From an optimization exercise on the open Yosys and OpenROAD flow, aimed at small area, a short achievable clock period and few clock cycles; shortcuts taken in it are not production practice.
Where RTL was checked, it was by simulation tests only, not by an equivalence proof against the original.

==> inputs of v16 <==
==> flow/design.v (excerpt) <==
module geofence (clk, reset, X, Y, valid, is_inside);
    input clk;
    input reset;
    input [9:0] X;
    input [9:0] Y;
    output valid;
    output is_inside;
    reg [3:0] phase;
    reg [9:0] tx, ty;
    reg       vsx, vsy, lsx, lsy, rsx, rsy;
    reg [9:0] vmx, vmy, lmx, lmy, rmx, rmy;
    reg       inside_acc;
    reg       _valid, _inside;
    assign valid = _valid;
    assign is_inside = _inside;
    wire [10:0] ex = {1'b0, X} + {1'b0, ~tx};
    wire [10:0] ey = {1'b0, Y} + {1'b0, ~ty};
    wire        dsx = ~ex[10];
    wire        dsy = ~ey[10];
    wire [9:0]  dmx = dsx ? ~ex[9:0] : ex[9:0] + 10'd1;
    wire [9:0]  dmy = dsy ? ~ey[9:0] : ey[9:0] + 10'd1;
    wire ge_l, ge_r;   
    geofence_cmp cmp_l (.a(lmx), .b(vmy), .c(vmx), .d(lmy), .msb(ge_l));
    geofence_cmp cmp_r (.a(rmx), .b(vmy), .c(vmx), .d(rmy), .msb(ge_r));
    wire s1l = lsx ^ vsy, s2l = vsx ^ lsy;
    wire s1r = rsx ^ vsy, s2r = vsx ^ rsy;
    wire nl = (s1l == s2l) ? ~(s1l ^ ge_l) : s1l;
    wire nr = (s1r == s2r) ? ~(s1r ^ ge_r) : s1r;
    wire wrap = nl & ~nr;
    always @(posedge clk or posedge reset) begin
        if (reset) begin
            phase <= 4'd0;
            _valid <= 1'b0;
            _inside <= 1'b0;
        end else begin
            phase <= (phase == 4'd8) ? 4'd0 : phase + 4'd1;
            _valid <= (phase == 4'd7);
            if (phase == 4'd7) _inside <= inside_acc | wrap;
        end
    end
    always @(posedge clk) begin
        if (phase == 4'd0) begin
            tx <= X;
            ty <= Y;
        end
        vsx <= dsx; vsy <= dsy; vmx <= dmx; vmy <= dmy;
  ...
==> module geofence, before the edit <==
module geofence (clk, reset, X, Y, valid, is_inside);
    input clk;
    input reset;
    input [9:0] X;
    input [9:0] Y;
    output valid;
    output is_inside;
    reg [3:0] phase;
    reg [9:0] tx, ty;
    reg       vsx, vsy, lsx, lsy, rsx, rsy;
    reg [9:0] vmx, vmy, lmx, lmy, rmx, rmy;
    reg       inside_acc;
    reg       _valid, _inside;
    assign valid = _valid;
    assign is_inside = _inside;
    wire [10:0] ex = {1'b0, X} + {1'b0, ~tx};
    wire [10:0] ey = {1'b0, Y} + {1'b0, ~ty};
    wire        dsx = ~ex[10];
    wire        dsy = ~ey[10];
    wire [9:0]  dmx = dsx ? ~ex[9:0] : ex[9:0] + 10'd1;
    wire [9:0]  dmy = dsy ? ~ey[9:0] : ey[9:0] + 10'd1;
    wire ge_l, ge_r;   
    geofence_cmp cmp_l (.a(lmx), .b(vmy), .c(vmx), .d(lmy), .msb(ge_l));
    geofence_cmp cmp_r (.a(rmx), .b(vmy), .c(vmx), .d(rmy), .msb(ge_r));
    wire s1l = lsx ^ vsy, s2l = vsx ^ lsy;
    wire s1r = rsx ^ vsy, s2r = vsx ^ rsy;
    wire nl = (s1l == s2l) ? ~(s1l ^ ge_l) : s1l;
    wire nr = (s1r == s2r) ? ~(s1r ^ ge_r) : s1r;
    wire wrap = nl & ~nr;
    always @(posedge clk or posedge reset) begin
        if (reset) begin
            phase <= 4'd0;
            _valid <= 1'b0;
            _inside <= 1'b0;
        end else begin
            phase <= (phase == 4'd8) ? 4'd0 : phase + 4'd1;
            _valid <= (phase == 4'd7);
            if (phase == 4'd7) _inside <= inside_acc | wrap;
        end
    end
    always @(posedge clk) begin
        if (phase == 4'd0) begin
            tx <= X;
            ty <= Y;
        end
        vsx <= dsx; vsy <= dsy; vmx <= dmx; vmy <= dmy;
        if (phase == 4'd2) begin
            lsx <= vsx; lsy <= vsy; lmx <= vmx; lmy <= vmy;
            rsx <= vsx; rsy <= vsy; rmx <= vmx; rmy <= vmy;
            inside_acc <= 1'b0;
        end else if (phase >= 4'd3 && phase <= 4'd7) begin
            if (nl & nr) begin
                lsx <= vsx; lsy <= vsy; lmx <= vmx; lmy <= vmy;
            end
            if (~nl & ~nr) begin
                rsx <= vsx; rsy <= vsy; rmx <= vmx; rmy <= vmy;
            end
            if (wrap) inside_acc <= 1'b1;
        end
    end
endmodule
Settings: LEC_CHECK=0, ABC_CLOCK_PERIOD_IN_PS=6000, CAP_MARGIN=20, CORE_MARGIN=2, CORE_UTILIZATION=60, SETUP_SLACK_MARGIN=5, SLEW_MARGIN=20; clock period 12.0 ns.
standard.sh (not shown) runs the stock make flow with config.mk's settings and CLKGATE_MAP_FILE= SYNTH_SCRIPT=/design/flow/synth_recipe.tcl, a recipe that flattens the netlist after the stock synthesis.
==> flow/flow/run.sh <==
#!/bin/bash
# The standard layout (the standard.sh), with gate resizing allowed in
# ORFS's timing repair: sky130hd's config sets MATCH_CELL_FOOTPRINT=1, which
# keeps repair_timing from changing a cell's drive strength.
# make's output goes to make.log; ORFS keeps each step's log in orfs/logs.
set -euo pipefail
bash standard.sh MATCH_CELL_FOOTPRINT=0 finish > make.log 2>&1
==> v19: changes against v16 <==
--- a/flow/design.v
+++ b/flow/design.v
@@ -14,10 +14,8 @@
     assign valid = _valid;
     assign is_inside = _inside;
-    wire [10:0] ex = {1'b0, X} + {1'b0, ~tx};
-    wire [10:0] ey = {1'b0, Y} + {1'b0, ~ty};
-    wire        dsx = ~ex[10];
-    wire        dsy = ~ey[10];
-    wire [9:0]  dmx = dsx ? ~ex[9:0] : ex[9:0] + 10'd1;
-    wire [9:0]  dmy = dsy ? ~ey[9:0] : ey[9:0] + 10'd1;
+    wire       dsx = X < tx;
+    wire       dsy = Y < ty;
+    wire [9:0] dmx = dsx ? tx - X : X - tx;
+    wire [9:0] dmy = dsy ? ty - Y : Y - ty;
     wire ge_l, ge_r;   
     geofence_cmp cmp_l (.a(lmx), .b(vmy), .c(vmx), .d(lmy), .msb(ge_l));
==> flow/run.sh (new file) <==
#!/bin/bash
# synth_recipe.tcl (not shown) runs the flow's synth.tcl, then flattens the netlist and writes it again
# the make line also repeats each setting of config.mk as NAME=value (left out here)
make -C /OpenROAD-flow-scripts/flow DESIGN_CONFIG=/design/flow/config.mk WORK_HOME=/design/flow/orfs CLKGATE_MAP_FILE= SYNTH_SCRIPT=/design/flow/synth_recipe.tcl finish
- CORE_UTILIZATION: 60 -> 40
removed: flow/flow/run.sh
removed: flow/standard.sh
==> v23: changes against v16 <==
--- a/flow/design.v
+++ b/flow/design.v
@@ -14,10 +14,8 @@
     assign valid = _valid;
     assign is_inside = _inside;
-    wire [10:0] ex = {1'b0, X} + {1'b0, ~tx};
-    wire [10:0] ey = {1'b0, Y} + {1'b0, ~ty};
-    wire        dsx = ~ex[10];
-    wire        dsy = ~ey[10];
-    wire [9:0]  dmx = dsx ? ~ex[9:0] : ex[9:0] + 10'd1;
-    wire [9:0]  dmy = dsy ? ~ey[9:0] : ey[9:0] + 10'd1;
+    wire       dsx = X < tx;
+    wire       dsy = Y < ty;
+    wire [9:0] dmx = dsx ? tx - X : X - tx;
+    wire [9:0] dmy = dsy ? ty - Y : Y - ty;
     wire ge_l, ge_r;   
     geofence_cmp cmp_l (.a(lmx), .b(vmy), .c(vmx), .d(lmy), .msb(ge_l));
==> flow/run.sh (new file) <==
#!/bin/bash
# synth_recipe.tcl (not shown) runs the flow's synth.tcl, then flattens the netlist and writes it again
# the make line also repeats each setting of config.mk as NAME=value (left out here)
make -C /OpenROAD-flow-scripts/flow DESIGN_CONFIG=/design/flow/config.mk WORK_HOME=/design/flow/orfs CLKGATE_MAP_FILE= SYNTH_SCRIPT=/design/flow/synth_recipe.tcl finish
removed: flow/flow/run.sh
removed: flow/standard.sh
==> results_tabular.tex <==
\begin{tabular}{lr}
\hline
Metric & Value \\
\hline
\multicolumn{2}{l}{\textbf{Critical path}} \\
\quad End of the worst register-to-register path & lmx[3] \\
\quad Source of the worst register-to-register timing path & rmy[5] \\
\quad Slowest CP cell & sky130\_fd\_sc\_hd\_\_edfxtp\_1 \\
\multicolumn{2}{l}{\textbf{Logic synthesis}} \\
\quad Mapped Avg Cell Area & 9.99 sq um \\
\multicolumn{2}{l}{\textbf{CTS}} \\
\quad Clock transition at the registers of the reported paths & 70 ps \\
\multicolumn{2}{l}{\textbf{Global route}} \\
\quad Global-route track usage on met3 & 3.23\% \\
\multicolumn{2}{l}{\textbf{Place}} \\
\quad Minimum setup slack after placement & 4630 ps \\
\multicolumn{2}{l}{\textbf{Status}} \\
\quad Status & complete, no violations \\
\multicolumn{2}{l}{\textbf{Die}} \\
\quad Effective utilization at floorplan & 60.9\% \\
\multicolumn{2}{l}{\textbf{Finish}} \\
\quad Multi-input combinational cell count & 1053 \\
\quad \# nets final & between 1.5k and 2k \\
\hline
\end{tabular}
The numbers above come from v23.

==> results_tabular.tex <==
\begin{tabular}{lr}
\hline
Metric & Value \\
\hline
\multicolumn{2}{l}{\textbf{Status}} \\
\quad Status & complete, no violations \\
\multicolumn{2}{l}{\textbf{Critical path}} \\
\quad End of the worst register-to-register path & lmx[1] \\
\quad Slowest CP cell & sky130\_fd\_sc\_hd\_\_dfxtp\_2 \\
\quad Source of the worst register-to-register timing path & vmy[4] \\
\multicolumn{2}{l}{\textbf{Place}} \\
\quad Minimum setup slack after placement & 4740 ps \\
\multicolumn{2}{l}{\textbf{Global route}} \\
\quad All-layer global routing usage & 19.2\% \\
\quad Global-route track usage on met3 & 2.80\% \\
\multicolumn{2}{l}{\textbf{Logic synthesis}} \\
\quad Mapped Avg Cell Area & 9.99 sq um \\
\multicolumn{2}{l}{\textbf{Die}} \\
\quad Effective utilization at floorplan & 40.6\% \\
\multicolumn{2}{l}{\textbf{Finish}} \\
\quad Multi-input combinational cell count & 1053 \\
\multicolumn{2}{l}{\textbf{Hold path}} \\
\quad Start point of the worst min-delay path & inside\_acc \\
\multicolumn{2}{l}{\textbf{CTS}} \\
\quad Clock transition at the registers of the reported paths & roughly 70 ps \\
\hline
\end{tabular}
The numbers above come from v19.

==> results_tabular.tex <==
\begin{tabular}{lr}
\hline
Metric & Value \\
\hline
\multicolumn{2}{l}{\textbf{Logic synthesis}} \\
\quad Mapped Avg Cell Area & 10.0 sq um \\
\quad Share of synthesized cell area in full adder, half adder and majority cells & approximately 52\% \\
\multicolumn{2}{l}{\textbf{Critical path}} \\
\quad End point of the critical path & lmy[8] \\
\quad Slowest CP cell & sky130\_fd\_sc\_hd\_\_o21ai\_2 \\
\multicolumn{2}{l}{\textbf{Status}} \\
\quad Status & complete, no violations \\
\multicolumn{2}{l}{\textbf{Finish}} \\
\quad Post-route cell area & 15700 sq um \\
\quad Multi-input combinational cell count & 1028 \\
\quad \# nets final & 1899 \\
\multicolumn{2}{l}{\textbf{Place}} \\
\quad Minimum setup slack after placement & 4810 ps \\
\multicolumn{2}{l}{\textbf{Die}} \\
\quad DIE AREA & 26100 sq um \\
\multicolumn{2}{l}{\textbf{CTS}} \\
\quad Clock transition at the registers of the reported paths & $\sim$60 ps \\
\hline
\end{tabular}
The numbers above come from v16.

Testbench counts of v19, summed over its fixed seeds: cycles 10,800.
Testbench counts of v23, summed over its fixed seeds: cycles 10,800.
No functional check of the RTL was part of v16.

-- what the ideal ports hide --
The results above use ideal ports. As a check the final layouts listed here were re-extracted and re-timed, cells and wires unchanged.
Step 1, drivers: a clkbuf_16 drives clk and a buf_2 each remaining input, both assumed.
Step 2, shift: input delay + t, output delay - t, t = (earliest + latest rising clock arrival at the registers) / 2. This alone moves slack from input paths to output paths.
Three values: no drivers, after step 1, after step 2; two values: the first two.
run	t (ns)	setup slack, ns	clock arrival spread, ns	slew at the worst register clock pin (ns)	cell pins on the clock port's net
v16	0.374	5.204 / 5.204 / 5.204	0.008 / 0.009	0.07 / 0.07	1
v19	0.388	5.264 / 5.264 / 5.264	0.019 / 0.019	0.08 / 0.08	1
v23	0.380	5.301 / 5.301 / 5.301	0.015 / 0.015	0.07 / 0.07	1
After both steps setup and hold are still met in every run listed.
